This is an optimization exercise on Yosys and OpenROAD, whose aim is small area, a short achievable clock period and few clock cycles, not a production implementation. Where RTL was checked, it was by simulation tests only, not by an equivalence proof against the original. No functional check of the RTL was part of runs 7 and 8. No activity file was given, so power comes from the tool's default toggle rates.

$ cat flow/config.mk
export PLATFORM = sky130hd
export DESIGN_NAME = top_fsm
export DESIGN_NICKNAME = top_fsm
export VERILOG_FILES = /design/flow/design.v
export SDC_FILE = /design/flow/constraint.sdc
export NUM_CORES = 4
export LEC_CHECK = 0
export CAP_MARGIN = 20
export CORE_MARGIN = 2
export CORE_UTILIZATION = 40
export SLEW_MARGIN = 20
$ cat flow/constraint.sdc
create_clock -name core_clock -period 4.5 [get_ports {clk}]
set_input_delay 0.9000 -clock core_clock [delete_from_list [all_inputs] [get_ports {clk}]]
set_output_delay 0.9000 -clock core_clock [all_outputs]
set_load 0.01 [all_outputs]
$ cat flow/design.v
module ram_dp_async_read
#(parameter WIDTH = 8, 
  parameter DEPTH = 16, 
  parameter DEPTH_LOG = $clog2(DEPTH))
(
 input clk, 
 input wr_n,
 input [DEPTH_LOG-1:0] addr_wr, 
 input [DEPTH_LOG-1:0] addr_rd,
 input [WIDTH-1:0] data_wr, 
 output [WIDTH-1:0] data_rd 
);
    reg [WIDTH-1:0] ram [0:DEPTH-1];
    always @(posedge clk) begin 
        if(wr_n) begin
            ram[addr_wr] <= data_wr;
        end
    end
    assign data_rd = ram[addr_rd];
endmodule
module top_fsm(
        input clk,
        input rst_n,
		input        ram_in_we,
		input [4 :0] ram_in_addr_wr, 
		input [7 :0] ram_in_data_wr,
		input [3 :0] ram_out_addr_rd, 
		output [15:0] ram_out_data_rd,     
        input opmode_in,
        output reg done_out
);
    parameter [3:0]  
                   IDLE           = 4'b0001,
                   READ_BYTE0     = 4'b0010,
	  			   READ_BYTE1     = 4'b0100,
                   WRITE_BYTE12   = 4'b1000;
    reg [3:0] state, next_state;
    reg [4:0] ram_pointer;
    reg [4:0]   fsm_mem_in_addr_rd;
    wire [7:0] fsm_mem_in_data_rd;
    reg [7:0]  read_byte0_buffer, read_byte1_buffer;
    reg [3:0]  fsm_mem_out_addr_wr;
    reg ram_out_we;
    ram_dp_async_read 
        #(.WIDTH(8), .DEPTH(32))
        RAM_IN
        (.clk    (clk), 
		 .wr_n   (ram_in_we), 
		 .addr_wr(ram_in_addr_wr), 
		 .data_wr(ram_in_data_wr),
         .addr_rd(fsm_mem_in_addr_rd),
		 .data_rd(fsm_mem_in_data_rd)
		);
    ram_dp_async_read 
        #(.WIDTH(16), .DEPTH(16))
        RAM_OUT
        (.clk    (clk), 
		 .wr_n   (ram_out_we), 
		 .addr_wr(fsm_mem_out_addr_wr), 
		 .data_wr({read_byte1_buffer, read_byte0_buffer}),
         .addr_rd(ram_out_addr_rd),
		 .data_rd(ram_out_data_rd)
		);
    always @(*)
        begin
        next_state = IDLE;
        fsm_mem_in_addr_rd = 0;
        ram_out_we = 0;
        case(state) 
			IDLE        :begin
						    if (opmode_in == 1'b1)
						        next_state = READ_BYTE0;
						end
			READ_BYTE0  :begin
							fsm_mem_in_addr_rd = ram_pointer;
							next_state = READ_BYTE1;
						end   
			READ_BYTE1  :begin
							fsm_mem_in_addr_rd = ram_pointer;
							next_state = WRITE_BYTE12;
						end 			   
			WRITE_BYTE12: begin
							if (done_out == 1) begin
								next_state = IDLE;
							end else begin
								next_state = READ_BYTE0;                     
							end
							ram_out_we = 1;
						end     
			default: begin 
					   next_state = IDLE;
					end
        endcase
    end
	always @(posedge clk or negedge rst_n)
	begin
		if(!rst_n)
		    state <= IDLE;
		else
		    state <= next_state;
	end    
    always @(posedge clk or negedge rst_n)
    begin
        if (!rst_n)
            ram_pointer <= 0;
        else if ((state == READ_BYTE0) || (state == READ_BYTE1))
            ram_pointer <= ram_pointer + 1'b1;
    end
   always @(posedge clk or negedge rst_n)
    begin
        if (!rst_n)
            fsm_mem_out_addr_wr <= 0;
        else if (state == READ_BYTE0)
		    fsm_mem_out_addr_wr <= (ram_pointer >> 1);
    end 
    always @(posedge clk or negedge rst_n)
    begin
        if(!rst_n)
            done_out <= 0;
	    else if (opmode_in == 1)
		    done_out <= 0;
        else if (ram_pointer == 5'd31)
            done_out <= 1;
    end
    always @(posedge clk or negedge rst_n)
    begin
        if(!rst_n) begin
            read_byte0_buffer <= 0;
	        read_byte1_buffer <= 0;
        end else begin
            read_byte0_buffer <= fsm_mem_in_data_rd;
	        read_byte1_buffer <= read_byte0_buffer;
	    end
    end 
endmodule
$ cat flow/run.sh
#!/bin/bash
# synth_recipe.tcl (not shown) runs the flow's synth.tcl, then flattens the netlist and writes it again
# the make line also repeats each setting of config.mk as NAME=value (left out here)
make -C /OpenROAD-flow-scripts/flow DESIGN_CONFIG=/design/flow/config.mk WORK_HOME=/design/flow/orfs CLKGATE_MAP_FILE= SYNTH_SCRIPT=/design/flow/synth_recipe.tcl finish
==> results.py, run 1 <==
metrics = {
    "logic_synthesis": {
        "synthFlopType": "edfxtp_1",
        "avgSynthCellArea_um2": 19.6,
        "synth.most_common_cell": "edfxtp_1",
        "ys_seq_area_share_pct": 76.3,
        "mappedNetlistNets": 1102,
        "synth_enable_flop_cells": 512,
        "synth_area_leaders": "edfxtp_1 (73%), mux4_2 (9.4%), dfrtp_1 (3.4%)",
        "synth_warnings": 3,
        "ys_seq_elements": 542,
        "synthArstFlopShare_pct": 5.54,
        "synth_cell_types": 58,
        "synth_commonest_cells": "edfxtp_1 (512), mux4_2 (88), nor2_1 (61)",
        "synth_top_cell_by_area": "edfxtp_1",
        "syn_inst": 1079,
        "syn_area_mm2": 0.0211,
        "synth_top_area_share_pct": 72.7,
    },
    "clocking": {
        "numCtsBuffers": 54,
        "clk_latency_ns": 0.62,
        "ctsHoldBuffers": 0,
        "cts_sinks": 542,
        "cts_tree": "yes",
        "cts.clk_slew.worst_paths_ns": 0.06,
        "post-cts-setup-buffers": 0,
        "ctsResizeCount": 0,
        "clock-root-buffer": "clkbuf_16",
        "cts.path.max_buffers": 3,
        "h-tree-depth": 2,
    },
    "global_routing": {
        "gr-usage-all-layers_pct": 17.3,
        "grt_pass1_vias": 10564,
        "grt_max_degree": 65,
        "grt_first_pass_wirelength_um": 69300,
        "antenna_found_initial": 0,
        "grt.overflow.total": 0,
    },
    "critical_path": {
        "cp_slowest_cell": "mux4_2",
        "reg2reg_slack_ns": 1.41,
        "required_ns": 3.60,
        "crit_path_max_incr_delay_ns": 0.54,
        "arrival_ns": 2.90,
        "startpoint": "ram_out_addr_rd[0]",
        "critPathKind": "in2out",
        "cp-end-kind": "primary output",
        "reg2reg_from": "state[2]",
        "startpoint_type": "input port",
        "path_cells": "buf_4, buf_4, mux4_2, mux4_2, clkdlybuf4s50_1",
        "critPathMaxFanout": 17,
    },
    "timing": {
        "maxSlewViolCount": 0,
        "fin_crit_sh_pct": 84.4,
        "period_needed_ns": 3.80,
        "rsz0062_at_grt": "false",
        "clock.fmax_ghz": 0.263,
        "worst_slew_pin_slew_ns": 0.983,
        "hold_viol": 0,
        "skew_ns": 0.0395,
        "setup_viol": 0,
        "setup_tns_ns": 0,
        "hold_ws_ns": 0.440,
        "relSlewSlack_pct": 34.1,
    },
    "finish": {
        "regArea_mm2": 0.0161,
        "multiInputGateArea_mm2": 0.00473,
        "drive_above_1_share_pct": 22.6,
        "synthToLayoutAreaGrowth_pct": 15.0,
        "design_area_mm2": 0.0243,
        "final_nets": 1173,
        "diodes": 0,
        "final_cells": 1883,
        "fillers": 4348,
    },
    "placed_design": {
        "place_congestion": 0.832,
        "dpl_cell_area_mm2": 0.0224,
        "port_buffers": 37,
        "placedCellCount": 1782,
        "dp.final_hpwl_um": 27100,
    },
    "floorplanning": {
        "die_h_um": 234,
        "initial_core_util_pct": 40.3,
        "ios": 38,
        "die-area_mm2": 0.0547,
        "fp.dieW_um": 234,
        "rows": 84,
        "core_area_mm2": 0.0524,
    },
    "power": {
        "switching_share_pct": 25.6,
        "leakage_nw": 7.64,
        "power.share.clock_pct": 38.2,
        "pwr_density_cell_mw_per_mm2": 507,
        "switchingPower_w": 0.00315,
        "power_w": 0.0123,
        "vdd_ir_drop_max_v": 0.000364,
        "internal_power_w": 0.00917,
        "combPwrFrac_pct": 11.8,
        "seq_power_share_pct": 50.1,
    },
    "routing": {
        "via_count": 10625,
        "drc_errors": 0,
        "dr.pass1.iters": 5,
        "antenna_left": 0,
        "wirelength_um": 46200,
        "drt_iter0_markers": 985,
        "viasPerCell": 5.64,
        "drt-wirelength-per-cell_um": 24.5,
    },
    "hold_path": {
        "hold_path_class": "in2async",
    },
    "job": {
        "maxCapViolations": 0,
    },
    "status": {
        "status": "finished clean",
    },
}
==> critical path: cells and delay by family <==
family | cells | cell delay [ns]
buf+inv | 3 | 0.97
mux | 2 | 1.01
==> registers in the layout, summed over array words and instances (netlist names) <==
register,count
fsm_mem_out_addr_wr,4
state,4
done_out,1
RAM_IN.ram,256
read_byte1_buffer,8
RAM_OUT.ram,256
read_byte0_buffer,8
ram_pointer,5
==> placed cells by master (no fill, tap or decap), types with 6 or more instances in the layout <==
cell | synthesis | layout
nand3b_1 | 6 | 6
clkbuf_16 | 0 | 55
nor2_1 | 61 | 49
nand2_1 | 22 | 22
o211a_1 | 7 | 7
a21o_1 | 7 | 7
bufinv_16 | 0 | 8
dfrtp_1 | 29 | 27
o21bai_1 | 7 | 7
clkbuf_1 | 27 | 6
mux2i_1 | 39 | 39
nor2_2 | 0 | 12
mux4_2 | 88 | 88
and2_1 | 7 | 7
o2111ai_1 | 8 | 8
nor3_2 | 2 | 6
nand3_1 | 20 | 20
nand2b_1 | 13 | 13
clkdlybuf4s50_1 | 0 | 33
nand4_1 | 9 | 9
a21oi_1 | 8 | 8
a32oi_1 | 10 | 10
o32ai_1 | 9 | 9
a31oi_1 | 10 | 10
a221o_1 | 22 | 22
a221oi_1 | 7 | 7
clkinv_1 | 0 | 10
buf_4 | 7 | 37
o21ai_0 | 34 | 34
clkinv_2 | 0 | 7
mux2_2 | 20 | 20
nor3_1 | 16 | 12
edfxtp_1 | 512 | 512
==> final cells by class <==
class / count / area share (%)
tap: 688 / 3.54
inverter: 3 / 0.0463
sequential: 542 / 66.4
clock buffer: 64 / 5.93
timing repair buffer: 76 / 2.81
clock inverter: 37 / 1.84
multi-input combinational: 473 / 19.5
==> through the flow <==
step                      setup WS, ns  util, %
after floorplan                  0.986        -
after global placement           0.685     42.8
after detailed placement         0.675     42.8
after CTS                        0.673     46.4
after global routing             0.591     46.3
final                            0.701     46.3
==> power by group through the flow <==
| stage | registers [W] | clock network (W) | logic (W) |
|---|---|---|---|
| floorplan | 0.00611 | 0 | 0.00108 |
| detailed placement | 0.00629 | 0 | 0.00145 |
| global placement | 0.00627 | 0 | 0.00144 |
| global route | 0.00622 | 0.00499 | 0.00155 |
| finish | 0.00617 | 0.00470 | 0.00145 |
| CTS | 0.00618 | 0.00477 | 0.00145 |
==> path summary, 6_finish.rpt <==
kind,depth (start not counted),to
worst max-delay path,5,ram_out_data_rd[1]
worst min-delay path,1,read_byte0_buffer[2]
worst max register to register,6,read_byte0_buffer[0]
worst min register to register,1,fsm_mem_out_addr_wr[0]
max in group asynchronous,1,ram_pointer[0]
min in group core_clock,1,fsm_mem_out_addr_wr[0]
==> routing by layer <==
metal | wire (um) | global-route usage (%) | vias to the layer above
met2 | 22100 | 27.4 | 341
li1 | - | - | 4604
met1 | 20400 | 24.8 | 5600
met3 | 2460 | 2.53 | 80
met5 | 0 | 0 | -
met4 | 1210 | 5.42 | 0
==> logic make-up (layout without fill, tap and decap cells) <==
kind of cell | Yosys count | in the layout | share of synthesized area, %
AO/OA/AOI/OAI | 139 | 139 | 4.94
XOR/XNOR | 5 | 5 | 0.331
adder cells (fa/ha/maj) | 2 | 2 | 0.118
buffers and inverters | 64 | 180 | 1.57
flip-flops | 542 | 542 | 76.3
multiplexers | 147 | 147 | 12.3
AND/OR/NAND/NOR | 180 | 180 | 4.48
Testbench counts, summed over its fixed seeds: cycles 14,607.
==> inputs of run 2 (changes only) <==
==> flow/design.v (replaced) <==
module ram_dp_async_read
#(parameter WIDTH = 8,
  parameter DEPTH = 16,
  parameter DEPTH_LOG = $clog2(DEPTH))
(
 input clk,
 input wr_n,
 input [DEPTH_LOG-1:0] addr_wr,
 input [DEPTH_LOG-1:0] addr_rd,
 input [WIDTH-1:0] data_wr,
 output [WIDTH-1:0] data_rd
);
    reg [WIDTH-1:0] ram [0:DEPTH-1];
    always @(posedge clk) begin
        if(wr_n) begin
            ram[addr_wr] <= data_wr;
        end
    end
    assign data_rd = ram[addr_rd];
endmodule
module top_fsm(
        input clk,
        input rst_n,
        input        ram_in_we,
        input [4 :0] ram_in_addr_wr,
        input [7 :0] ram_in_data_wr,
        input [3 :0] ram_out_addr_rd,
        output [15:0] ram_out_data_rd,
        input opmode_in,
        output reg done_out
);
    reg [7:0] ram_in [0:31];
    reg [15:0] ram_out [0:15];
    integer i;
    always @(posedge clk) begin
        if (ram_in_we)
            ram_in[ram_in_addr_wr] <= ram_in_data_wr;
    end
    always @(posedge clk) begin
        if (opmode_in)
            for (i = 0; i < 16; i = i + 1)
                ram_out[i] <= {ram_in[2*i], ram_in[2*i+1]};
    end
    assign ram_out_data_rd = ram_out[ram_out_addr_rd];
    always @(posedge clk or negedge rst_n) begin
        if (!rst_n)
            done_out <= 1'b0;
        else if (opmode_in)
            done_out <= 1'b1;
    end
endmodule
--- a/flow/config.mk
+++ b/flow/config.mk
@@ -9,3 +9,4 @@
 export CORE_MARGIN = 2
 export CORE_UTILIZATION = 40
+export SETUP_SLACK_MARGIN = 1.5
 export SLEW_MARGIN = 20
==> results.py, run 2 <==
metrics = {
    "critical_path": {
        "reg2reg_to": "done_out",
        "crit_end": "ram_out_data_rd[9]",
        "r2r_cells": 1,
        "arrival_ns": 2.47,
        "reg2reg_from": "done_out",
        "startpoint": "ram_out_addr_rd[2]",
        "reg2reg_slack_ns": 3.72,
        "cp-end-kind": "primary output",
        "critPathKind": "in2out",
        "critPathMaxFanout": 6,
        "startpoint_type": "input port",
        "required_ns": 3.60,
    },
    "finish": {
        "drive_above_1_share_pct": 24.9,
        "fillers": 3633,
        "reg.largest.list": "ram_in x256, ram_out x256, done_out x1",
        "synthToLayoutAreaGrowth_pct": 21.3,
        "final_common_cell": "edfxtp_1",
        "final_nets": 1081,
        "layout_common_cells": "edfxtp_1 (512), buf_4 (60), nand2_1 (58), nor2_1 (51), clkbuf_16 (48)",
        "diodes": 0,
    },
    "logic_synthesis": {
        "synth_commonest_cells": "edfxtp_1 (512), nand2_1 (61), nor2_1 (56)",
        "mappedNetlistNets": 935,
        "synthFlopType": "edfxtp_1",
        "synth_warnings": 2,
        "avgSynthCellArea_um2": 19.5,
        "synth_top_area_share_pct": 86.2,
        "synthArstFlopShare_pct": 0.195,
        "ys_seq_area_share_pct": 86.3,
        "synth.most_common_cell": "edfxtp_1",
        "synth_area_leaders": "edfxtp_1 (86%), a22oi_1 (1.6%), nand2_1 (1.3%)",
        "syn_area_mm2": 0.0178,
        "synth_top_cell_by_area": "edfxtp_1",
        "ys_seq_elements": 513,
        "synth_cell_types": 51,
        "syn_inst": 914,
        "synth_enable_flop_cells": 512,
    },
    "hold_path": {
        "hold_path_class": "reg2reg",
    },
    "timing": {
        "setup_tns_ns": 0,
        "skew_ns": 0.0200,
        "period_needed_ns": 3.37,
        "rsz0062_at_grt": "true",
        "clock.fmax_ghz": 0.297,
        "setup_viol": 0,
        "maxSlewViolCount": 0,
        "hold_viol": 0,
        "worst_slew_pin_slew_ns": 1.09,
        "fin_crit_sh_pct": 74.9,
        "relSlewSlack_pct": 27.3,
    },
    "clocking": {
        "h-tree-depth": 2,
        "cts_tree": "yes",
        "cts.path.max_buffers": 3,
        "clock-root-buffer": "clkbuf_16",
        "numCtsBuffers": 47,
        "cts.clk_slew.worst_paths_ns": 0.06,
        "clk_latency_ns": 0.57,
        "cts_sinks": 513,
    },
    "power": {
        "vdd_ir_drop_max_v": 0.000234,
        "pwr_density_cell_mw_per_mm2": 443,
        "power_w": 0.00958,
        "leakage_nw": 7.04,
    },
    "floorplanning": {
        "fp.dieW_um": 215,
        "core_area_mm2": 0.0441,
        "initial_core_util_pct": 40.4,
        "rows": 77,
        "die_h_um": 215,
        "ios": 38,
        "die-area_mm2": 0.0463,
    },
    "routing": {
        "wirelength_um": 39400,
        "drt-wirelength-per-cell_um": 23.3,
        "dr.pass1.iters": 5,
        "highest_layer": "met4",
        "antenna_left": 0,
        "dr_wl_met3_um": 2760,
        "met1_length_um": 16400,
        "viasPerCell": 5.24,
        "drc_errors": 0,
        "via_count": 8846,
        "wl_met2_um": 18900,
        "drt_iter0_markers": 954,
    },
    "global_routing": {
        "grt.overflow.total": 0,
        "grt_pass1_vias": 8835,
        "gr-usage-all-layers_pct": 17.0,
        "grt_first_pass_wirelength_um": 57500,
        "antenna_found_initial": 0,
        "grt_max_degree": 113,
    },
    "status": {
        "status": "finished clean",
    },
    "placed_design": {
        "port_buffers": 37,
        "dp.final_hpwl_um": 23100,
        "place_congestion": 0.796,
    },
    "job": {
        "maxCapViolations": 0,
    },
}
[run 2: cell types whose count changed after synthesis, moves of 14 or more]
cell      previous run  this run
mux4_2              88         0
mux2_2              20         5
nand2_1             22        61
a22oi_1              0        38
a22o_1               0        17
mux2i_1             39         5
dfrtp_1             29         1
clkbuf_1            27         8
nor3_1              16         2
a221o_1             22         0
o21ai_0             34        19
[run 2: metal layers]
metal  global-route usage [%]  vias to the layer above
met5                        0                        -
met4                     6.44                        0
met3                     3.24                       75
met2                     27.5                      323
met1                     22.9                     4501
li1                         -                     3947
[run 2: worst max-delay path, stage by stage]
cell      delay [ns]
buf_8           0.10
buf_12          0.13
nor2b_4         0.13
buf_6           0.13
buf_6           0.11
a22oi_2         0.20
o22ai_1         0.10
a221oi_1        0.25
buf_4           0.22
a31oi_4         0.08
buf_6           0.12
[run 2: cells by family (layout without fill, tap and decap cells)]
kind of cell | after synthesis | count (layout) | synth area share [%]
simple gates | 170 | 173 | 4.45
mux | 11 | 11 | 0.659
flops | 513 | 513 | 86.3
compound gates | 171 | 171 | 7.03
buf+inv | 49 | 229 | 1.56
[run 2: worst min-delay path by stage]
stage | from | endpoint | depth (start not counted)
2_1_floorplan | ram_in[1][0] | ram_out[0][0] | 0
3_3_place_gp | ram_in[14][5] | ram_out[7][13] | 0
3_5_place_dp | ram_in[0][3] | ram_out[0][11] | 0
4_1_cts | ram_in[17][7] | ram_out[8][7] | 0
5_1_grt | ram_in[11][6] | ram_out[5][6] | 0
6_report | ram_in[26][2] | ram_out[13][10] | 0
[run 2: repair_timing]
action | in CTS | in global routing
endpoints found under the setup margin | 16 | 16
buffers inserted | 28 | 2
hold buffers | 0 | 0
cloned | 6 | 0
pin swaps | 38 | 20
gates resized for setup | 201 | 28
[run 2: report_power, final]
part	leakage, nW	switching, W	internal [W]
Combinational	1.53	0.000322	0.000207
Sequential	4.82	0.0000302	0.00536
Clock	0.683	0.00165	0.00202
Total	7.04	0.00200	0.00758
[run 2: layout make-up]
type | count | area (um^2) | area share (%)
repair buffers | 132 | 1360 | 6.30
clock buffers | 61 | 1250 | 5.78
flip-flops and latches | 513 | 15400 | 71.2
multi-input cells | 355 | 2690 | 12.4
clock inverters | 25 | 155 | 0.717
well taps | 592 | 741 | 3.42
inverters | 11 | 45.0 | 0.208
[run 2: metrics by stage]
| stage | setup slack [ns] | util [%] | instances | cell area, um^2 | hold WS (ns) |
|---|---|---|---|---|---|
| 3_5_place_dp | 0.0251 | 43.6 | 1567 | 19300 | 0.405 |
| 3_3_place_gp | 0.0668 | 43.6 | 1567 | 19300 | 0.400 |
| 2_1_floorplan | 1.56 | - | 914 | 17800 | 0.400 |
| 6_report | 1.13 | 49.0 | 1689 | 21600 | 0.408 |
| 4_1_cts | 1.12 | 48.7 | 1687 | 21500 | 0.415 |
| 5_1_grt | 1.10 | 49.0 | 1689 | 21600 | 0.420 |
Testbench counts of run 2, summed over its fixed seeds: cycles 5,207.
==> inputs of run 3 (changes only) <==
--- a/flow/config.mk
+++ b/flow/config.mk
@@ -8,5 +8,6 @@
 export CAP_MARGIN = 20
 export CORE_MARGIN = 2
-export CORE_UTILIZATION = 40
+export CORE_UTILIZATION = 60
+export CTS_BUF_LIST = sky130_fd_sc_hd__clkbuf_4 sky130_fd_sc_hd__clkbuf_8
 export SETUP_SLACK_MARGIN = 1.5
 export SLEW_MARGIN = 20
==> results.py, run 3 <==
metrics = {
    "floorplanning": {
        "core_area_mm2": 0.0295,
        "rows": 63,
        "die_h_um": 176,
        "die-area_mm2": 0.0311,
        "fp.dieW_um": 176,
        "initial_core_util_pct": 60.5,
        "ios": 38,
    },
    "global_routing": {
        "grt_pass1_vias": 9339,
        "gr-usage-all-layers_pct": 26.0,
        "grt_max_degree": 108,
        "antenna_found_initial": 0,
        "grt_first_pass_wirelength_um": 57300,
        "grt.overflow.total": 0,
    },
    "critical_path": {
        "cp_slowest_cell": "a311oi_2",
        "critPathKind": "in2out",
        "critPathTopFamily": "buffers and inverters",
        "crit_path_max_incr_delay_ns": 0.28,
        "cp-end-kind": "primary output",
        "critPathMostFrequentCell": "buf_4",
        "critPathMaxFanout": 7,
        "arrival_ns": 2.46,
        "required_ns": 3.60,
        "crit_buf_inv": 5,
        "path_cells": "buf_8, buf_12, buf_4, nand2b_4, nor2_2, buf_4, and3_4, a311oi_2, a41oi_2, buf_2",
        "startpoint_type": "input port",
    },
    "timing": {
        "hold_viol": 0,
        "fin_crit_sh_pct": 74.6,
        "setup_viol": 0,
        "period_needed_ns": 3.36,
        "maxSlewViolCount": 0,
        "relSlewSlack_pct": 27.8,
        "clock.fmax_ghz": 0.298,
        "skew_ns": 0.0281,
        "rsz0062_at_grt": "true",
        "worst_slew_pin_slew_ns": 1.08,
        "setup_tns_ns": 0,
    },
    "clocking": {
        "cts.clk_slew.worst_paths_ns": 0.06,
        "clock-root-buffer": "clkbuf_8",
        "clk_latency_ns": 0.59,
        "numCtsBuffers": 79,
        "cts.path.max_buffers": 3,
        "cts_sinks": 513,
        "cts_tree": "yes",
        "h-tree-depth": 3,
        "ctsHoldBuffers": 0,
    },
    "finish": {
        "reg.largest.list": "ram_in x256, ram_out x256, done_out x1",
        "layout_common_cells": "edfxtp_1 (512), clkbuf_8 (81), nand2_1 (56), buf_4 (53), nor2_1 (52)",
        "diodes": 0,
        "final_common_cell": "edfxtp_1",
        "drive_above_1_share_pct": 30.2,
        "synthToLayoutAreaGrowth_pct": 20.0,
        "design_area_mm2": 0.0214,
        "fillers": 1808,
        "final_nets": 1098,
    },
    "logic_synthesis": {
        "synth.most_common_cell": "edfxtp_1",
        "synth_enable_flop_cells": 512,
        "synth_top_area_share_pct": 86.2,
        "syn_inst": 914,
        "avgSynthCellArea_um2": 19.5,
        "synth_area_leaders": "edfxtp_1 (86%), a22oi_1 (1.6%), nand2_1 (1.3%)",
        "syn_area_mm2": 0.0178,
        "synthFlopType": "edfxtp_1",
        "synth_warnings": 2,
        "ys_seq_area_share_pct": 86.3,
        "synth_top_cell_by_area": "edfxtp_1",
        "ys_seq_elements": 513,
        "synth_cell_types": 51,
        "synthArstFlopShare_pct": 0.195,
        "mappedNetlistNets": 935,
        "synth_commonest_cells": "edfxtp_1 (512), nand2_1 (61), nor2_1 (56)",
    },
    "routing": {
        "dr.pass1.iters": 7,
        "drt-wirelength-per-cell_um": 26.0,
        "via_count": 9127,
        "wirelength_um": 39600,
        "viasPerCell": 5.99,
        "drc_errors": 0,
        "drt_iter0_markers": 949,
        "antenna_left": 0,
    },
    "power": {
        "switchingPower_w": 0.00207,
        "seq_power_share_pct": 56.3,
        "leakage_nw": 7.10,
        "pwr_density_cell_mw_per_mm2": 447,
        "power.share.clock_pct": 38.1,
        "vdd_ir_drop_max_v": 0.000308,
        "switching_share_pct": 21.7,
        "internal_power_w": 0.00750,
        "combPwrFrac_pct": 5.6,
    },
    "placed_design": {
        "place_congestion": 0.820,
        "dpl_cell_area_mm2": 0.0190,
        "dp.final_hpwl_um": 23500,
        "port_buffers": 37,
    },
    "job": {
        "maxCapViolations": 0,
    },
    "status": {
        "status": "finished clean",
    },
    "hold_path": {
        "hold_path_class": "reg2reg",
    },
}
==> run 3: cell counts after synthesis <==
Identical to the previous run, type by type.
==> run 3: per-layer routing <==
metal / GRT usage [%] / part of all wire, %
met3: 4.44 / 7.3
met2: 41.9 / 49
met5: 0 / 0
met1: 35.6 / 41
met4: 11.0 / 3.2
==> run 3: through the flow <==
| step | total power [W] | hold WS [ns] | util, % | cells | setup slack [ns] |
|---|---|---|---|---|---|
| after global placement | 0.00592 | 0.401 | 64.3 | 1360 | 0.188 |
| after global routing | 0.00988 | 0.404 | 72.6 | 1523 | 1.11 |
| after CTS | 0.00959 | 0.394 | 71.2 | 1517 | 1.15 |
| final | 0.00957 | 0.405 | 72.6 | 1523 | 1.14 |
| after floorplan | 0.00565 | 0.400 | - | 914 | 1.56 |
| after detailed placement | 0.00593 | 0.405 | 64.3 | 1360 | 0.140 |
==> run 3: worst paths after layout <==
check                      depth (start not counted)                from  slack [ns]             endpoint
setup / recovery                                  10  ram_out_addr_rd[2]        1.14  ram_out_data_rd[13]
hold / removal                                     0       ram_in[28][6]        0.41      ram_out[14][14]
setup reg to reg                                   1            done_out        3.73             done_out
hold reg to reg                                    0       ram_in[28][6]        0.41      ram_out[14][14]
max in group asynchronous                          1               rst_n        3.95             done_out
min in group asynchronous                          1               rst_n        0.45             done_out
==> run 3: layout make-up <==
class / count / area (um^2) / area share (%)
clock buffers: 104 / 1290 / 6.01
clock inverters: 33 / 200 / 0.935
inverters: 11 / 45.0 / 0.210
multi-input cells: 353 / 2760 / 12.9
flip-flops and latches: 513 / 15400 / 71.9
well taps: 390 / 488 / 2.28
repair buffers: 119 / 1230 / 5.75
==> run 3: repair_timing <==
item | 4_1_cts | 5_1_grt
gates cloned | 4 | 1
endpoints found under the setup margin | 16 | 16
setup buffers | 16 | 5
pin swaps | 31 | 34
resized for setup | 173 | 70
==> run 3: cell families (layout without fill, tap and decap cells) <==
family                 Yosys count  count (layout)  synth area share, %
buffers and inverters           49             267                 1.56
AOI/OAI and AO/OA              171             171                 7.03
DFF                            513             513                 86.3
muxes                           11              11                0.659
and+or+nand+nor                170             171                 4.45
==> run 3: power by group through the flow <==
stage,Clock [W],Sequential [W],Combinational (W)
after global routing,0.00392,0.00540,0.000564
after floorplan,0,0.00548,0.000173
after CTS,0.00371,0.00539,0.000491
after detailed placement,0,0.00549,0.000445
final,0.00365,0.00539,0.000534
after global placement,0,0.00548,0.000440
==> inputs of run 4 (changes only) <==
--- a/flow/config.mk
+++ b/flow/config.mk
@@ -6,8 +6,8 @@
 export NUM_CORES = 4
 export LEC_CHECK = 0
+export ABC_CLOCK_PERIOD_IN_PS = 1000
 export CAP_MARGIN = 20
 export CORE_MARGIN = 2
 export CORE_UTILIZATION = 60
-export CTS_BUF_LIST = sky130_fd_sc_hd__clkbuf_4 sky130_fd_sc_hd__clkbuf_8
-export SETUP_SLACK_MARGIN = 1.5
+export SETUP_SLACK_MARGIN = 2.5
 export SLEW_MARGIN = 20
==> results.py, run 4 <==
metrics = {
    "critical_path": {
        "critPathTopFamily": "compound AO/OA/AOI/OAI gates",
        "cp-end-kind": "primary output",
        "critPathKind": "in2out",
        "required_ns": 3.60,
        "path_cells": "buf_8, buf_12, nor2b_4, buf_6, a22oi_2, o22ai_2, a221oi_4, buf_4, a31oi_2, buf_2",
        "crit_buf_inv": 5,
        "arrival_ns": 2.46,
        "startpoint_type": "input port",
        "critPathMaxFanout": 6,
        "cp_slowest_cell": "a221oi_4",
        "crit_path_max_incr_delay_ns": 0.27,
    },
    "placed_design": {
        "placedCellCount": 1351,
        "dpl_cell_area_mm2": 0.0192,
        "place_congestion": 0.847,
        "port_buffers": 37,
        "place_ws_ns": -0.0280,
        "dp.final_hpwl_um": 24600,
    },
    "logic_synthesis": {
        "mappedNetlistNets": 935,
        "synthArstFlopShare_pct": 0.195,
        "synth_compound_area_share_pct": 7.03,
        "synthFlopType": "edfxtp_1",
        "synth_cell_types": 51,
        "synth_enable_flop_cells": 512,
        "synth_fa_ha_area_share_pct": 0,
        "synthSimpleGateAreaFrac_pct": 4.45,
        "avgSynthCellArea_um2": 19.5,
        "synth_area_leaders": "edfxtp_1 (86%), a22oi_1 (1.6%), nand2_1 (1.3%)",
        "synth_top_family_by_area": "compound AO/OA/AOI/OAI gates",
        "synth_xor_area_share_pct": 0,
        "syn_area_mm2": 0.0178,
        "synth_commonest_cells": "edfxtp_1 (512), nand2_1 (61), nor2_1 (56)",
        "synth.most_common_cell": "edfxtp_1",
        "ys_seq_elements": 513,
        "syn_inst": 914,
        "synth_top_cell_by_area": "edfxtp_1",
        "synth_top_area_share_pct": 86.2,
        "ys_seq_area_share_pct": 86.3,
        "synth_mux_area_share_pct": 0.659,
        "synth_warnings": 2,
    },
    "finish": {
        "final_nets": 1109,
        "drive_above_1_share_pct": 34.0,
        "final_cells": 1518,
        "synthToLayoutAreaGrowth_pct": 26.2,
        "utilization_pct": 76.4,
        "reg.largest.list": "ram_in x256, ram_out x256, done_out x1",
        "design_area_mm2": 0.0225,
        "layout_common_cells": "edfxtp_1 (512), buf_4 (66), nand2_1 (59), clkbuf_16 (51), nor2_4 (33)",
        "diodes": 0,
        "final_common_cell": "edfxtp_1",
    },
    "routing": {
        "wirelength_um": 43400,
        "antenna_left": 0,
        "via_count": 9397,
        "drt_iter0_markers": 985,
        "dr.pass1.iters": 5,
        "drt-wirelength-per-cell_um": 28.6,
        "viasPerCell": 6.19,
        "drc_errors": 0,
    },
    "clocking": {
        "cts_sinks": 513,
        "numCtsBuffers": 49,
        "h-tree-depth": 2,
        "cts_tree": "yes",
        "clk_latency_ns": 0.56,
        "clock-root-buffer": "clkbuf_16",
        "ctsHoldBuffers": 0,
        "cts.path.max_buffers": 3,
        "cts.clk_slew.worst_paths_ns": 0.06,
    },
    "timing": {
        "worst_slew_pin_slew_ns": 0.769,
        "hold_viol": 0,
        "maxSlewViolCount": 0,
        "setup_slack_ns": 1.14,
        "clock.fmax_ghz": 0.298,
        "setup_viol": 0,
        "skew_ns": 0.0196,
        "relSlewSlack_pct": 48.7,
        "period_needed_ns": 3.36,
        "rsz0062_at_grt": "true",
        "fin_crit_sh_pct": 74.7,
    },
    "global_routing": {
        "grt_pass1_vias": 9309,
        "grt_first_pass_wirelength_um": 61300,
        "grt.overflow.total": 0,
        "grt_max_degree": 126,
        "antenna_found_initial": 0,
        "gr-usage-all-layers_pct": 28.2,
    },
    "job": {
        "maxCapViolations": 0,
    },
    "floorplanning": {
        "ios": 38,
        "die_h_um": 176,
        "initial_core_util_pct": 60.5,
        "die-area_mm2": 0.0311,
        "core_area_mm2": 0.0295,
        "rows": 63,
        "fp.dieW_um": 176,
    },
    "status": {
        "status": "finished clean",
    },
    "power": {
        "leakage_nw": 7.40,
        "switchingPower_w": 0.00209,
        "power_w": 0.0100,
        "pwr_density_cell_mw_per_mm2": 446,
        "internal_power_w": 0.00795,
        "switching_share_pct": 20.9,
        "seq_power_share_pct": 53.7,
        "combPwrFrac_pct": 6.2,
        "vdd_ir_drop_max_v": 0.000473,
        "power.share.clock_pct": 40.1,
    },
    "hold_path": {
        "hold_path_class": "reg2reg",
    },
}
-- run 4: per-layer routing --
layer  up-vias  part of all wire (%)  global-route usage (%)
li1       4021                     -                       -
met1      4766                    39                    37.5
met2       487                    50                    47.2
met3       123                   7.6                    5.00
met4         0                   4.0                    10.6
met5         -                     0                       0
-- run 4: final timing paths --
check	slack, ns	end	start	cells after the start
worst min-delay path	0.41	ram_out[8][11]	ram_in[16][3]	0
worst min register to register	0.41	ram_out[8][11]	ram_in[16][3]	0
worst max-delay path	1.14	ram_out_data_rd[11]	ram_out_addr_rd[2]	10
worst max register to register	3.72	done_out	done_out	1
max in group asynchronous	3.90	done_out	rst_n	1
min in group asynchronous	0.49	done_out	rst_n	1
-- run 4: timing repair --
action / 4_1_cts / 5_1_grt
gates resized for setup: 264 / 42
setup endpoints to repair: 273 / 119
pin swaps: 69 / 34
gates cloned: 9 / 2
buffers inserted: 58 / 7
hold endpoints to repair: 0 / 0
-- run 4: stage by stage --
stage	setup TNS [ns]	hold slack, ns
3_3_place_gp	0	0.400
3_5_place_dp	-0.0280	0.405
6_report	0	0.407
5_1_grt	0	0.421
2_1_floorplan	0	0.400
4_1_cts	0	0.416
-- run 4: cells by family (layout without fill, tap and decap cells) --
family | count (synthesis) | count (layout)
flip-flops | 513 | 513
AO/OA/AOI/OAI | 171 | 171
AND/OR/NAND/NOR | 170 | 172
buffers and inverters | 49 | 261
multiplexers | 11 | 11
-- run 4: layout make-up --
type	count	area, um^2
Inverter	11	45.0
Sequential cell	513	15400
Timing Repair Buffer	159	1780
Fill cell	1638	6970
Clock inverter	30	292
Clock buffer	61	1300
Tap cell	390	488
Multi-Input combinational cell	354	3210
-- run 4: power groups by stage --
| stage | logic, W | clock network, W | registers (W) |
|---|---|---|---|
| 3_3_place_gp | 0.000458 | 0 | 0.00549 |
| 4_1_cts | 0.000589 | 0.00406 | 0.00539 |
| 5_1_grt | 0.000649 | 0.00425 | 0.00540 |
| 3_5_place_dp | 0.000466 | 0 | 0.00549 |
| 2_1_floorplan | 0.000200 | 0 | 0.00548 |
| 6_report | 0.000621 | 0.00403 | 0.00539 |
==> inputs of run 5 (changes only) <==
--- a/flow/config.mk
+++ b/flow/config.mk
@@ -6,8 +6,9 @@
 export NUM_CORES = 4
 export LEC_CHECK = 0
-export ABC_CLOCK_PERIOD_IN_PS = 1000
 export CAP_MARGIN = 20
 export CORE_MARGIN = 2
 export CORE_UTILIZATION = 60
-export SETUP_SLACK_MARGIN = 2.5
+export CTS_CLUSTER_DIAMETER = 60
+export CTS_CLUSTER_SIZE = 24
+export SETUP_SLACK_MARGIN = 1.5
 export SLEW_MARGIN = 20
==> results.py, run 5 <==
metrics = {
    "routing": {
        "wirelength_um": 39200,
        "drt-wirelength-per-cell_um": 27.0,
        "drt_iter0_markers": 1000,
        "via_count": 8885,
        "drc_errors": 0,
        "antenna_left": 0,
        "viasPerCell": 6.12,
        "dr.pass1.iters": 5,
    },
    "clocking": {
        "clk_latency_ns": 0.54,
        "cts.clk_slew.worst_paths_ns": 0.08,
        "cts.path.max_buffers": 3,
        "ctsHoldBuffers": 0,
        "cts_tree": "yes",
        "h-tree-depth": 2,
        "cts_sinks": 513,
        "clock-root-buffer": "clkbuf_16",
        "numCtsBuffers": 35,
    },
    "logic_synthesis": {
        "synth_cell_types": 51,
        "synth_area_leaders": "edfxtp_1 (86%), a22oi_1 (1.6%), nand2_1 (1.3%)",
        "avgSynthCellArea_um2": 19.5,
        "synthArstFlopShare_pct": 0.195,
        "synthFlopType": "edfxtp_1",
        "synth_enable_flop_cells": 512,
        "syn_inst": 914,
        "synth.most_common_cell": "edfxtp_1",
        "synth_commonest_cells": "edfxtp_1 (512), nand2_1 (61), nor2_1 (56)",
        "ys_seq_elements": 513,
        "synth_top_area_share_pct": 86.2,
        "synth_warnings": 2,
        "ys_seq_area_share_pct": 86.3,
        "synth_top_cell_by_area": "edfxtp_1",
        "syn_area_mm2": 0.0178,
        "mappedNetlistNets": 935,
    },
    "placed_design": {
        "port_buffers": 37,
        "place_ws_ns": 0.140,
        "place_congestion": 0.820,
        "dp.final_hpwl_um": 23500,
    },
    "global_routing": {
        "gr-usage-all-layers_pct": 25.7,
        "grt_first_pass_wirelength_um": 56600,
        "grt.overflow.total": 0,
        "grt_pass1_vias": 9053,
        "grt_max_degree": 108,
        "antenna_found_initial": 0,
    },
    "timing": {
        "clock.fmax_ghz": 0.299,
        "fin_crit_sh_pct": 74.3,
        "hold_viol": 0,
        "period_needed_ns": 3.34,
        "skew_ns": 0.0163,
        "maxSlewViolCount": 0,
        "rsz0062_at_grt": "true",
        "setup_slack_ns": 1.16,
        "worst_slew_pin_slew_ns": 1.04,
        "setup_viol": 0,
        "relSlewSlack_pct": 30.7,
        "setup_tns_ns": 0,
    },
    "critical_path": {
        "crit_path_max_incr_delay_ns": 0.23,
        "cp-end-kind": "primary output",
        "cp_slowest_cell": "a221oi_2",
        "startpoint_type": "input port",
        "crit_buf_inv": 5,
        "critPathKind": "in2out",
        "critPathTopFamily": "buffers and inverters",
        "required_ns": 3.60,
        "critPathMostFrequentCell": "buf_12",
        "critPathMaxFanout": 6,
        "path_cells": "buf_8, buf_12, and2_4, buf_12, a22oi_2, o22ai_2, a221oi_2, buf_4, a31oi_1, buf_2",
        "r2r_cells": 1,
        "crit_cells": 10,
        "arrival_ns": 2.44,
    },
    "power": {
        "power_w": 0.00930,
        "vdd_ir_drop_max_v": 0.000390,
        "pwr_density_cell_mw_per_mm2": 439,
        "leakage_nw": 6.92,
    },
    "finish": {
        "final_common_cell": "edfxtp_1",
        "reg.largest.list": "ram_in x256, ram_out x256, done_out x1",
        "utilization_pct": 71.9,
        "drive_above_1_share_pct": 26.3,
        "final_nets": 1057,
        "synthToLayoutAreaGrowth_pct": 18.7,
        "fillers": 1820,
        "layout_common_cells": "edfxtp_1 (512), nand2_1 (57), nor2_1 (53), buf_4 (53), clkbuf_16 (38)",
    },
    "status": {
        "status": "finished clean",
    },
    "hold_path": {
        "hold_path_class": "reg2reg",
        "worst_hold_path.num_cells": 0,
    },
    "floorplanning": {
        "initial_core_util_pct": 60.5,
        "rows": 63,
        "ios": 38,
        "die-area_mm2": 0.0311,
        "core_area_mm2": 0.0295,
        "fp.dieW_um": 176,
        "die_h_um": 176,
    },
    "job": {
        "maxCapViolations": 0,
    },
}
-- run 5: cell counts after synthesis --
Identical to the previous run, type by type.
-- run 5: layout make-up --
cell class                      instances  area (um^2)  share of cell area (%)
Clock buffer                           38          930                    4.39
Timing Repair Buffer                  121         1250                    5.92
Multi-Input combinational cell        354         2770                    13.1
Clock inverter                         24          295                    1.39
Sequential cell                       513        15400                    72.7
Inverter                               11         45.0                   0.213
Antenna cell                            1         2.50                  0.0118
Tap cell                              390          488                    2.30
-- run 5: routing by layer --
layer | wire length [um] | up-vias | global-route usage (%) | part of all wire (%)
met5 | 0 | - | 0 | 0
met4 | 1320 | 0 | 9.61 | 3.4
met3 | 2470 | 69 | 3.62 | 6.3
met2 | 19100 | 341 | 41.9 | 49
met1 | 16200 | 4570 | 36.1 | 41
li1 | - | 3905 | - | -
-- run 5: logic make-up (layout without fill, tap and decap cells) --
logic type | after synthesis | count (layout) | synth area share (%)
simple gates | 170 | 172 | 4.45
buf+inv | 49 | 194 | 1.56
other cells | 0 | 1 | 0
mux | 11 | 11 | 0.659
compound gates | 171 | 171 | 7.03
flops | 513 | 513 | 86.3
-- run 5: power by group --
part           leakage (nW)  internal, W  switching [W]  total [W]
Combinational          1.51     0.000208       0.000330   0.000538
Sequential             4.82      0.00535      0.0000337    0.00538
Clock                 0.592      0.00171        0.00167    0.00338
Total                  6.92      0.00726        0.00203    0.00930
-- run 5: path summary, 6_finish.rpt --
path / start / end / slack [ns]
worst max-delay path: ram_out_addr_rd[2] / ram_out_data_rd[2] / 1.16
worst min-delay path: ram_in[13][6] / ram_out[6][6] / 0.41
worst max register to register: done_out / done_out / 3.72
worst min register to register: ram_in[13][6] / ram_out[6][6] / 0.41
max in group asynchronous: rst_n / done_out / 3.91
min in group asynchronous: rst_n / done_out / 0.49
-- run 5: timing repair --
item	CTS	global route
setup buffers	15	8
pin swaps	38	29
endpoints found under the setup margin	16	16
cloned	5	1
resized for setup	197	51
-- run 5: metrics by stage --
stage	instance area (um^2)	std cells	hold slack (ns)
2_1_floorplan	17800	914	0.400
3_3_place_gp	19000	1360	0.401
3_5_place_dp	19000	1360	0.405
4_1_cts	20800	1442	0.415
5_1_grt	21200	1451	0.422
6_report	21200	1452	0.413
==> inputs of run 6 (changes only) <==
--- a/flow/config.mk
+++ b/flow/config.mk
@@ -8,7 +8,4 @@
 export CAP_MARGIN = 20
 export CORE_MARGIN = 2
-export CORE_UTILIZATION = 60
-export CTS_CLUSTER_DIAMETER = 60
-export CTS_CLUSTER_SIZE = 24
-export SETUP_SLACK_MARGIN = 1.5
+export CORE_UTILIZATION = 40
 export SLEW_MARGIN = 20
==> results.py, run 6 <==
metrics = {
    "power": {
        "pwr_density_cell_mw_per_mm2": 459,
        "leakage_nw": 6.65,
        "power_w": 0.00948,
        "vdd_ir_drop_max_v": 0.000233,
    },
    "critical_path": {
        "cp_slowest_cell": "clkdlybuf4s50_1",
        "required_ns": 3.60,
        "critPathKind": "in2out",
        "critPathMaxFanout": 13,
        "startpoint_type": "input port",
        "critPathMostFrequentCell": "buf_4",
        "arrival_ns": 3.45,
        "path_cells": "clkdlybuf4s50_1, buf_4, buf_4, and2_1, and2_1, buf_4, nand2_1, a32o_1, a31oi_1, clkdlybuf4s50_1",
        "cp-end-kind": "primary output",
        "crit_path_max_incr_delay_ns": 0.57,
        "r2r_cells": 1,
        "reg2reg_slack_ns": 3.72,
    },
    "logic_synthesis": {
        "synth_enable_flop_cells": 512,
        "avgSynthCellArea_um2": 19.5,
        "synthFlopType": "edfxtp_1",
        "synthArstFlopShare_pct": 0.195,
        "synth_commonest_cells": "edfxtp_1 (512), nand2_1 (61), nor2_1 (56)",
        "syn_inst": 914,
        "mappedNetlistNets": 935,
        "synth_top_cell_by_area": "edfxtp_1",
        "ys_seq_elements": 513,
        "synth.most_common_cell": "edfxtp_1",
        "ys_seq_area_share_pct": 86.3,
        "synth_warnings": 2,
        "synth_top_area_share_pct": 86.2,
        "syn_area_mm2": 0.0178,
        "synth_area_leaders": "edfxtp_1 (86%), a22oi_1 (1.6%), nand2_1 (1.3%)",
        "synth_cell_types": 51,
    },
    "job": {
        "maxCapViolations": 0,
    },
    "floorplanning": {
        "ios": 38,
        "initial_core_util_pct": 40.4,
        "die_h_um": 215,
        "fp.dieW_um": 215,
        "die-area_mm2": 0.0463,
        "rows": 77,
        "core_area_mm2": 0.0441,
    },
    "clocking": {
        "numCtsBuffers": 47,
        "h-tree-depth": 2,
        "clk_latency_ns": 0.56,
        "cts_tree": "yes",
        "cts.path.max_buffers": 3,
        "cts.clk_slew.worst_paths_ns": 0.06,
        "clock-root-buffer": "clkbuf_16",
        "post-cts-setup-buffers": 0,
        "cts_sinks": 513,
    },
    "finish": {
        "final_common_cell": "edfxtp_1",
        "reg.largest.list": "ram_in x256, ram_out x256, done_out x1",
        "drive_above_1_share_pct": 13.8,
        "layout_common_cells": "edfxtp_1 (512), nand2_1 (61), buf_4 (56), nor2_1 (55), clkbuf_16 (48)",
        "design_area_mm2": 0.0207,
        "final_nets": 1045,
        "diodes": 0,
        "synthToLayoutAreaGrowth_pct": 15.8,
    },
    "placed_design": {
        "place_congestion": 0.796,
        "port_buffers": 37,
        "dpl_cell_area_mm2": 0.0193,
        "dp.final_hpwl_um": 23100,
        "place_ws_ns": 0.0251,
    },
    "routing": {
        "drt_iter0_markers": 887,
        "via_count": 8546,
        "antenna_left": 0,
        "drt-wirelength-per-cell_um": 22.6,
        "wirelength_um": 37400,
        "drc_errors": 0,
        "dr.pass1.iters": 5,
        "viasPerCell": 5.17,
    },
    "timing": {
        "period_needed_ns": 4.35,
        "rsz0062_at_grt": "false",
        "setup_slack_ns": 0.149,
        "setup_tns_ns": 0,
        "worst_slew_pin_slew_ns": 1.06,
        "skew_ns": 0.0180,
        "clock.fmax_ghz": 0.230,
        "fin_crit_sh_pct": 96.7,
        "maxSlewViolCount": 0,
        "setup_viol": 0,
        "relSlewSlack_pct": 28.8,
        "hold_viol": 0,
    },
    "global_routing": {
        "grt_max_degree": 113,
        "grt_pass1_vias": 8557,
        "antenna_found_initial": 0,
        "grt.overflow.total": 0,
        "gr-usage-all-layers_pct": 16.1,
        "grt_first_pass_wirelength_um": 54800,
    },
    "hold_path": {
        "worst_hold_path.num_cells": 0,
        "hold_path_class": "reg2reg",
    },
    "status": {
        "status": "finished clean",
    },
}
run 6: cell types whose count changed in the layout (fill, tap and decap cells not counted), sizes merged, moves of 10 or more:
| cell | change |
|---|---|
| clkbuf | +22 |
| inv | -10 |
| clkdlybuf4s50 | +18 |
| clkinv | +14 |
| buf | -37 |
run 6: power by group:
| part | total (W) | leakage [nW] | switching (W) | internal (W) |
|---|---|---|---|---|
| clock network | 0.00366 | 0.683 | 0.00164 | 0.00202 |
| registers | 0.00538 | 4.82 | 0.0000271 | 0.00536 |
| logic | 0.000438 | 1.15 | 0.000283 | 0.000155 |
run 6: through the flow:
stage | hold slack (ns) | instances | utilization (%)
after floorplan | 0.400 | 914 | -
after CTS | 0.415 | 1653 | 46.8
after detailed placement | 0.405 | 1567 | 43.6
final | 0.411 | 1653 | 46.8
after global routing | 0.420 | 1653 | 46.8
after global placement | 0.400 | 1567 | 43.6
run 6: routing by layer:
| metal | GRT usage (%) | part of all wire, % | vias to the layer above |
|---|---|---|---|
| li1 | - | - | 3869 |
| met1 | 21.8 | 43 | 4344 |
| met2 | 26.6 | 49 | 276 |
| met3 | 3.04 | 6.5 | 57 |
| met4 | 4.85 | 2.1 | 0 |
| met5 | 0 | 0 | - |
run 6: cell type report:
cell class                 count  area (um^2)
inverter                      11         41.3
multi-input combinational    352         2180
clock buffer                  61         1250
clock inverter                25          155
timing repair buffer          99          906
tap                          592          741
fill                        3740        23500
sequential                   513        15400
run 6: worst paths after layout:
| kind | start | to |
|---|---|---|
| max in group asynchronous | rst_n | done_out |
| hold reg to reg | ram_in[15][6] | ram_out[7][6] |
| min in group asynchronous | rst_n | done_out |
| setup / recovery | ram_out_addr_rd[1] | ram_out_data_rd[6] |
| hold / removal | ram_in[15][6] | ram_out[7][6] |
| setup reg to reg | done_out | done_out |
run 6: timing repair:
item,4_1_cts,5_1_grt
setup endpoints to repair,0,8
hold buffers,0,0
resized for setup,0,2
run 6: cells by family (layout without fill, tap and decap cells):
logic type / Yosys count / count (layout) / share of synthesized area [%]
multiplexers: 11 / 11 / 0.659
buffers and inverters: 49 / 196 / 1.56
flip-flops: 513 / 513 / 86.3
AND/OR/NAND/NOR: 170 / 170 / 4.45
AO/OA/AOI/OAI: 171 / 171 / 7.03
run 6: critical path: cells and delay by family:
family,cells,cell delay [ns]
buf+inv,5,1.69
simple gates,3,0.36
compound gates,2,0.48
==> inputs of run 7 (changes only) <==
--- a/flow/design.v
+++ b/flow/design.v
@@ -18,4 +18,22 @@
     end
     assign data_rd = ram[addr_rd];
+endmodule
+module dec4to16(
+        input  [3:0]  a,
+        output [15:0] y
+);
+    genvar k;
+    generate
+        for (k = 0; k < 16; k = k + 1) begin : g_dec
+            assign y[k] = (a == k);
+        end
+    endgenerate
+endmodule
+module andor16(
+        input  [15:0] s,
+        input  [15:0] d,
+        output        y
+);
+    assign y = |(s & d);
 endmodule
 module top_fsm(
@@ -42,5 +60,16 @@
                 ram_out[i] <= {ram_in[2*i], ram_in[2*i+1]};
     end
-    assign ram_out_data_rd = ram_out[ram_out_addr_rd];
+    wire [15:0] sel;
+    dec4to16 u_dec (.a(ram_out_addr_rd), .y(sel));
+    genvar b, w;
+    generate
+        for (b = 0; b < 16; b = b + 1) begin : g_bit
+            wire [15:0] col;
+            for (w = 0; w < 16; w = w + 1) begin : g_word
+                assign col[w] = ram_out[w][b];
+            end
+            andor16 u_bit (.s(sel), .d(col), .y(ram_out_data_rd[b]));
+        end
+    endgenerate
     always @(posedge clk or negedge rst_n) begin
         if (!rst_n)
--- a/flow/config.mk
+++ b/flow/config.mk
@@ -8,4 +8,8 @@
 export CAP_MARGIN = 20
 export CORE_MARGIN = 2
-export CORE_UTILIZATION = 40
+export CORE_UTILIZATION = 75
+export CTS_CLUSTER_DIAMETER = 80
+export CTS_CLUSTER_SIZE = 30
+export SETUP_SLACK_MARGIN = 1.5
 export SLEW_MARGIN = 20
+export SYNTH_HIERARCHICAL = 1
==> results.py, run 7 <==
metrics = {
    "status": {
        "status": "finished clean",
    },
    "power": {
        "leakage_nw": 6.49,
        "vdd_ir_drop_max_v": 0.000420,
        "pwr_density_cell_mw_per_mm2": 399,
    },
    "finish": {
        "synthToLayoutAreaGrowth_pct": 14.5,
        "fillers": 917,
        "design_area_mm2": 0.0201,
        "layout_common_cells": "edfxtp_1 (512), a22o_1 (54), a221oi_2 (38), buf_4 (36), a221oi_4 (26)",
        "utilization_pct": 86.5,
        "final_nets": 874,
        "reg.largest.list": "ram_in x256, ram_out x256, done_out x1",
        "drive_above_1_share_pct": 24.7,
        "final_common_cell": "edfxtp_1",
    },
    "placed_design": {
        "dpl_cell_area_mm2": 0.0186,
        "dp.final_hpwl_um": 19800,
        "place_congestion": 0.793,
        "port_buffers": 37,
    },
    "clocking": {
        "cts_sinks": 513,
        "clock-root-buffer": "clkbuf_16",
        "ctsHoldBuffers": 0,
        "cts.path.max_buffers": 3,
        "numCtsBuffers": 21,
        "h-tree-depth": 1,
        "clk_latency_ns": 0.55,
        "cts.clk_slew.worst_paths_ns": 0.10,
        "cts_tree": "yes",
    },
    "routing": {
        "viasPerCell": 6.94,
        "via_count": 8178,
        "drt_iter0_markers": 1031,
        "antenna_left": 0,
        "dr.pass1.iters": 6,
        "drc_errors": 0,
        "wirelength_um": 38200,
        "drt-wirelength-per-cell_um": 32.4,
    },
    "global_routing": {
        "grt_max_degree": 96,
        "gr-usage-all-layers_pct": 31.3,
        "antenna_found_initial": 1,
        "grt.overflow.total": 0,
        "grt_first_pass_wirelength_um": 53900,
        "grt_pass1_vias": 8098,
    },
    "hold_path": {
        "hold_path_class": "reg2reg",
    },
    "logic_synthesis": {
        "mappedNetlistNets": 749,
        "syn_inst": 728,
        "synth_enable_flop_cells": 512,
        "ys_seq_elements": 513,
        "synth_warnings": 8,
        "ys_seq_area_share_pct": 87.6,
        "avgSynthCellArea_um2": 24.1,
        "synth_commonest_cells": "edfxtp_1 (512), a221oi_2 (64), a22o_1 (64)",
        "syn_area_mm2": 0.0176,
        "synthFlopType": "edfxtp_1",
        "synth_cell_types": 23,
        "synth.most_common_cell": "edfxtp_1",
        "synthArstFlopShare_pct": 0.195,
        "synth_top_cell_by_area": "edfxtp_1",
        "synth_top_area_share_pct": 87.5,
        "synth_area_leaders": "edfxtp_1 (87%), a221oi_2 (5.5%), a22o_1 (3.2%)",
    },
    "critical_path": {
        "critPathMostFrequentCell": "buf_8",
        "critPathKind": "in2out",
        "required_ns": 3.60,
        "path_cells": "buf_8, buf_8, buf_6, nor4_4, buf_12, a22o_1, a221oi_2, nand4_1, buf_2",
        "startpoint_type": "input port",
        "arrival_ns": 2.49,
        "critPathTopFamily": "buffers and inverters",
        "cp_slowest_cell": "nor4_4",
        "cp-end-kind": "primary output",
        "crit_path_max_incr_delay_ns": 0.45,
        "critPathMaxFanout": 8,
        "crit_buf_inv": 5,
    },
    "job": {
        "maxCapViolations": 0,
    },
    "floorplanning": {
        "rows": 56,
        "ios": 38,
        "initial_core_util_pct": 75.6,
        "fp.dieW_um": 157,
        "core_area_mm2": 0.0233,
        "die_h_um": 157,
        "die-area_mm2": 0.0247,
    },
    "timing": {
        "setup_viol": 0,
        "rsz0062_at_grt": "true",
        "relSlewSlack_pct": 34.0,
        "skew_ns": 0.0218,
        "maxSlewViolCount": 0,
        "worst_slew_pin_slew_ns": 0.986,
        "fin_crit_sh_pct": 75.2,
        "clock.fmax_ghz": 0.295,
        "period_needed_ns": 3.39,
        "hold_viol": 0,
    },
}
==> run 7: changes by cell type in the layout (fill, tap and decap cells not counted), sizes merged, moves of 27 or more <==
cell | before | now
nor2 | 57 | 24
nand2 | 61 | 2
buf | 65 | 92
clkbuf | 61 | 28
a22o | 17 | 64
a221oi | 12 | 64
a22oi | 38 | 0
==> run 7: worst paths after layout <==
kind | start | to | slack [ns] | cells after the start
hold reg to reg | ram_in[14][5] | ram_out[7][13] | 0.41 | 0
min in group asynchronous | rst_n | done_out | 0.50 | 1
setup reg to reg | done_out | done_out | 3.67 | 1
max in group asynchronous | rst_n | done_out | 3.90 | 1
hold / removal | ram_in[14][5] | ram_out[7][13] | 0.41 | 0
setup / recovery | ram_out_addr_rd[0] | ram_out_data_rd[12] | 1.11 | 9
==> run 7: per-module statistics from Yosys, one instance, submodules excluded <==
| module | times used | flops+latches |
|---|---|---|
| andor16 | 16 | 0 |
| dec4to16 | 1 | 0 |
| top_fsm | 1 | 513 |
==> run 7: cells by family after synthesis <==
logic type	count (synthesis)	share of synthesized area, %
buffers and inverters	8	0.392
AND/OR/NAND/NOR	79	3.33
AO/OA/AOI/OAI	128	8.66
flip-flops	513	87.6
==> run 7: power breakdown <==
part	internal (W)	total [W]	switching, W
logic	0.000155	0.000415	0.000260
registers	0.00535	0.00540	0.0000477
clock network	0.000881	0.00222	0.00133
total	0.00639	0.00803	0.00164
==> run 7: area by class of cell <==
cell class	count	area (um^2)	area share [%]
sequential	513	15400	76.5
clock inverter	2	35.0	0.174
tap	319	399	1.98
timing repair buffer	107	1170	5.79
antenna	1	2.50	0.0124
clock buffer	27	548	2.72
multi-input combinational	210	2570	12.8
==> run 7: routing by layer <==
| metal | part of all wire [%] | global-route usage, % | vias to the layer above |
|---|---|---|---|
| met5 | 0 | 0 | - |
| met4 | 2.5 | 8.23 | 0 |
| met3 | 9.2 | 5.59 | 72 |
| met2 | 51 | 52.3 | 495 |
| met1 | 37 | 44.1 | 4212 |
| li1 | - | - | 3399 |
==> run 7: stage by stage <==
| step | TNS, ns | worst slack [ns] | hold WS [ns] | total power (W) | std cells |
|---|---|---|---|---|---|
| 2_1_floorplan | 0 | 1.40 | 0.400 | 0.00561 | 728 |
| 3_3_place_gp | -0.000191 | -0.000191 | 0.400 | 0.00582 | 1114 |
| 3_5_place_dp | -0.0896 | -0.0407 | 0.405 | 0.00584 | 1114 |
| 4_1_cts | 0 | 1.17 | 0.412 | 0.00799 | 1173 |
| 5_1_grt | 0 | 1.08 | 0.428 | 0.00819 | 1178 |
| 6_report | 0 | 1.11 | 0.407 | 0.00803 | 1179 |
==> run 7: repair_timing <==
action / 4_1_cts / 5_1_grt
resized for setup: 168 / 22
pin swaps: 43 / 18
setup endpoints to repair: 16 / 16
gates cloned: 11 / 1
setup buffers: 19 / 4
==> inputs of run 8 (changes only) <==
--- a/flow/design.v
+++ b/flow/design.v
@@ -19,19 +19,17 @@
     assign data_rd = ram[addr_rd];
 endmodule
-module dec4to16(
-        input  [3:0]  a,
-        output [15:0] y
+module dec2to4(
+        input  [1:0] a,
+        output [3:0] y
 );
-    genvar k;
-    generate
-        for (k = 0; k < 16; k = k + 1) begin : g_dec
-            assign y[k] = (a == k);
-        end
-    endgenerate
+    assign y[0] = ~a[1] & ~a[0];
+    assign y[1] = ~a[1] &  a[0];
+    assign y[2] =  a[1] & ~a[0];
+    assign y[3] =  a[1] &  a[0];
 endmodule
-module andor16(
-        input  [15:0] s,
-        input  [15:0] d,
-        output        y
+module sel4(
+        input  [3:0] s,
+        input  [3:0] d,
+        output       y
 );
     assign y = |(s & d);
@@ -60,14 +58,18 @@
                 ram_out[i] <= {ram_in[2*i], ram_in[2*i+1]};
     end
-    wire [15:0] sel;
-    dec4to16 u_dec (.a(ram_out_addr_rd), .y(sel));
-    genvar b, w;
+    wire [3:0] sel_lo, sel_hi;
+    dec2to4 u_dec_lo (.a(ram_out_addr_rd[1:0]), .y(sel_lo));
+    dec2to4 u_dec_hi (.a(ram_out_addr_rd[3:2]), .y(sel_hi));
+    genvar b, g;
     generate
         for (b = 0; b < 16; b = b + 1) begin : g_bit
-            wire [15:0] col;
-            for (w = 0; w < 16; w = w + 1) begin : g_word
-                assign col[w] = ram_out[w][b];
+            wire [3:0] grp;
+            for (g = 0; g < 4; g = g + 1) begin : g_grp
+                sel4 u_lo (.s(sel_lo),
+                           .d({ram_out[4*g+3][b], ram_out[4*g+2][b],
+                               ram_out[4*g+1][b], ram_out[4*g][b]}),
+                           .y(grp[g]));
             end
-            andor16 u_bit (.s(sel), .d(col), .y(ram_out_data_rd[b]));
+            sel4 u_hi (.s(sel_hi), .d(grp), .y(ram_out_data_rd[b]));
         end
     endgenerate
==> results.py, run 8 <==
metrics = {
    "timing": {
        "hold_viol": 0,
        "skew_ns": 0.0247,
        "fin_crit_sh_pct": 73.1,
        "setup_tns_ns": 0,
        "period_needed_ns": 3.29,
        "setup_viol": 0,
        "worst_slew_pin_slew_ns": 1.05,
        "clock.fmax_ghz": 0.304,
        "relSlewSlack_pct": 29.6,
        "maxSlewViolCount": 0,
        "rsz0062_at_grt": "true",
    },
    "global_routing": {
        "grt-busiest-layer": "met2",
        "grt.overflow.total": 0,
        "met2_usage_pct": 49.5,
        "gr-usage-all-layers_pct": 30.8,
        "grtUsageMet3_pct": 5.42,
        "grt_pass1_vias": 8242,
        "antenna_found_initial": 0,
        "grt_first_pass_wirelength_um": 52400,
        "grt_max_degree": 105,
        "met1_usage_pct": 45.2,
    },
    "logic_synthesis": {
        "mappedNetlistNets": 833,
        "avgSynthCellArea_um2": 21.2,
        "synth_area_leaders": "edfxtp_1 (89%), a22oi_1 (7.0%), nand2_1 (1.8%)",
        "synth_commonest_cells": "edfxtp_1 (512), a22oi_1 (160), nand2_1 (82)",
        "synthArstFlopShare_pct": 0.195,
        "syn_inst": 812,
        "ys_seq_area_share_pct": 89.4,
        "synth_top_area_share_pct": 89.2,
        "synth_top_cell_by_area": "edfxtp_1",
        "synthFlopType": "edfxtp_1",
        "syn_area_mm2": 0.0172,
        "synth_cell_types": 19,
        "synth_warnings": 8,
        "synth_enable_flop_cells": 512,
        "ys_seq_elements": 513,
        "synth.most_common_cell": "edfxtp_1",
    },
    "critical_path": {
        "startpoint_type": "input port",
        "cp-end-kind": "primary output",
        "required_ns": 3.60,
        "critPathKind": "in2out",
        "critPathMaxFanout": 8,
        "arrival_ns": 2.39,
    },
    "placed_design": {
        "port_buffers": 37,
        "dp.final_hpwl_um": 18400,
        "place_congestion": 0.781,
    },
    "routing": {
        "viasPerCell": 6.97,
        "antenna_left": 0,
        "drt-wirelength-per-cell_um": 30.2,
        "dr.pass1.iters": 5,
        "drc_errors": 0,
        "wirelength_um": 36500,
        "drt_iter0_markers": 1170,
        "via_count": 8409,
    },
    "power": {
        "vdd_ir_drop_max_v": 0.000458,
        "power_w": 0.00805,
        "pwr_density_cell_mw_per_mm2": 413,
        "leakage_nw": 6.38,
    },
    "finish": {
        "fillers": 868,
        "multiInputGateArea_mm2": 0.00216,
        "layout_common_cells": "edfxtp_1 (512), a22oi_1 (97), nand2_1 (75), a22oi_2 (63), buf_4 (26)",
        "final_common_cell": "edfxtp_1",
        "diodes": 0,
        "reg.largest.list": "ram_in x256, ram_out x256, done_out x1",
        "final_nets": 936,
        "regArea_mm2": 0.0154,
        "synthToLayoutAreaGrowth_pct": 13.1,
        "drive_above_1_share_pct": 18.1,
    },
    "clocking": {
        "clock-root-buffer": "clkbuf_16",
        "h-tree-depth": 1,
        "numCtsBuffers": 21,
        "ctsHoldBuffers": 0,
        "cts_sinks": 513,
        "clk_latency_ns": 0.53,
        "cts.path.max_buffers": 3,
        "cts.clk_slew.worst_paths_ns": 0.10,
        "cts_tree": "yes",
    },
    "floorplanning": {
        "initial_core_util_pct": 76.3,
        "rows": 55,
        "die_h_um": 156,
        "ios": 38,
        "core_area_mm2": 0.0226,
        "die-area_mm2": 0.0242,
        "fp.dieW_um": 156,
    },
    "status": {
        "status": "finished clean",
    },
    "hold_path": {
        "hold_path_class": "reg2reg",
    },
    "job": {
        "maxCapViolations": 0,
    },
}
run 8: changes by cell type after synthesis, sizes merged, moves of 4 or more:
cell / delta
nand2: +80
a221oi: -64
and4b: -4
buf: -4
nand4: -16
a22oi: +160
a22o: -64
and4bb: -6
nor4b: -4
run 8: cell type report:
class | instances | area share [%]
Sequential cell | 513 | 79.0
Multi-Input combinational cell | 295 | 11.1
Timing Repair Buffer | 84 | 5.08
Clock buffer | 29 | 2.85
Tap cell | 285 | 1.83
Clock inverter | 1 | 0.154
run 8: what timing repair did:
item                       CTS  global route
setup endpoints to repair   16            16
buffers inserted            12             2
gates cloned                 8             0
resized for setup          157             8
pin swaps                   62            37
run 8: critical path: stages:
cell and delay, ns:
buf_12 0.11, and2b_4 0.23, buf_12 0.16, buf_12 0.12
buf_16 0.15, a22oi_2 0.20, nand2_1 0.09, a22oi_1 0.16
nand2_1 0.09, buf_2 0.15
run 8: worst paths after layout:
kind	to	cells after the start	slack, ns	start
max in group asynchronous	done_out	1	3.90	rst_n
min	ram_out[0][14]	0	0.40	ram_in[0][6]
max	ram_out_data_rd[11]	10	1.21	ram_out_addr_rd[0]
min in group asynchronous	done_out	1	0.50	rst_n
min reg2reg	ram_out[0][14]	0	0.40	ram_in[0][6]
max reg2reg	done_out	1	3.73	done_out
run 8: logic make-up after synthesis:
family                 synth area share, %
and+or+nand+nor                       3.52
DFF                                   89.4
buffers and inverters                0.138
AOI/OAI and AO/OA                     6.97
run 8: power by group:
| group | total [W] | switching [W] | internal, W |
|---|---|---|---|
| Clock | 0.00219 | 0.00131 | 0.000886 |
| Sequential | 0.00539 | 0.0000366 | 0.00535 |
| Combinational | 0.000474 | 0.000310 | 0.000164 |
| Total | 0.00805 | 0.00165 | 0.00640 |
run 8: through the flow:
stage / setup WS (ns) / instances / area (um^2) / hold WS [ns] / util [%]
CTS: 1.24 / 1205 / 19400 / 0.401 / 86.1
global route: 1.15 / 1207 / 19500 / 0.406 / 86.4
global placement: 0.394 / 1155 / 18200 / 0.400 / 80.7
finish: 1.21 / 1207 / 19500 / 0.399 / 86.4
detailed placement: 0.313 / 1155 / 18200 / 0.405 / 80.6
floorplan: 1.44 / 812 / 17200 / 0.400 / -
run 8: metal layers:
layer	vias to the layer above	share of wire [%]
met3	60	10
met2	585	49
li1	3522	-
met5	-	0
met4	0	2.7
met1	4242	38
run 8: modules after synthesis, one instance, submodules excluded:
module,times used,flops+latches,cells
top_fsm,1,513,564
sel4,80,0,3
dec2to4,2,0,4

[port drivers added, routing unchanged]
Ports are ideal in the flow. The routed layouts listed here were re-timed in OpenROAD. Step 1 (the two cells are an assumption about what drives the block):
set clk [get_ports {clk}]
set_driving_cell -lib_cell sky130_fd_sc_hd__clkbuf_16 $clk
set_driving_cell -lib_cell sky130_fd_sc_hd__buf_2 [delete_from_list [all_inputs] $clk]
Step 2 times the ports against the registers' clock, not the clock port: input delays grow and output delays shrink by t, the midpoint of the rising clock arrivals with the driver on. Three values: ideal, step 1, step 2; two values: the first two.
run	t (ns)	slack for setup (ns)	clock arrival spread, ns
run 1	0.649	0.701 / 0.668 / 0.668	0.041 / 0.041
run 2	0.605	1.131 / 1.060 / 1.060	0.024 / 0.023
run 3	0.632	1.144 / 1.096 / 1.096	0.034 / 0.034
run 4	0.603	1.140 / 1.083 / 1.083	0.026 / 0.027
run 5	0.581	1.156 / 1.102 / 1.102	0.028 / 0.029
run 6	0.603	0.149 / 0.126 / 0.126	0.022 / 0.022
run 7	0.585	1.114 / 1.069 / 1.069	0.040 / 0.041
run 8	0.567	1.211 / 1.152 / 1.063	0.038 / 0.038
After both steps every run listed still meets setup and hold. For run 8, which loses most, drivers alone change the setup slack by -0.059 ns; drivers and shift together by -0.148 ns.
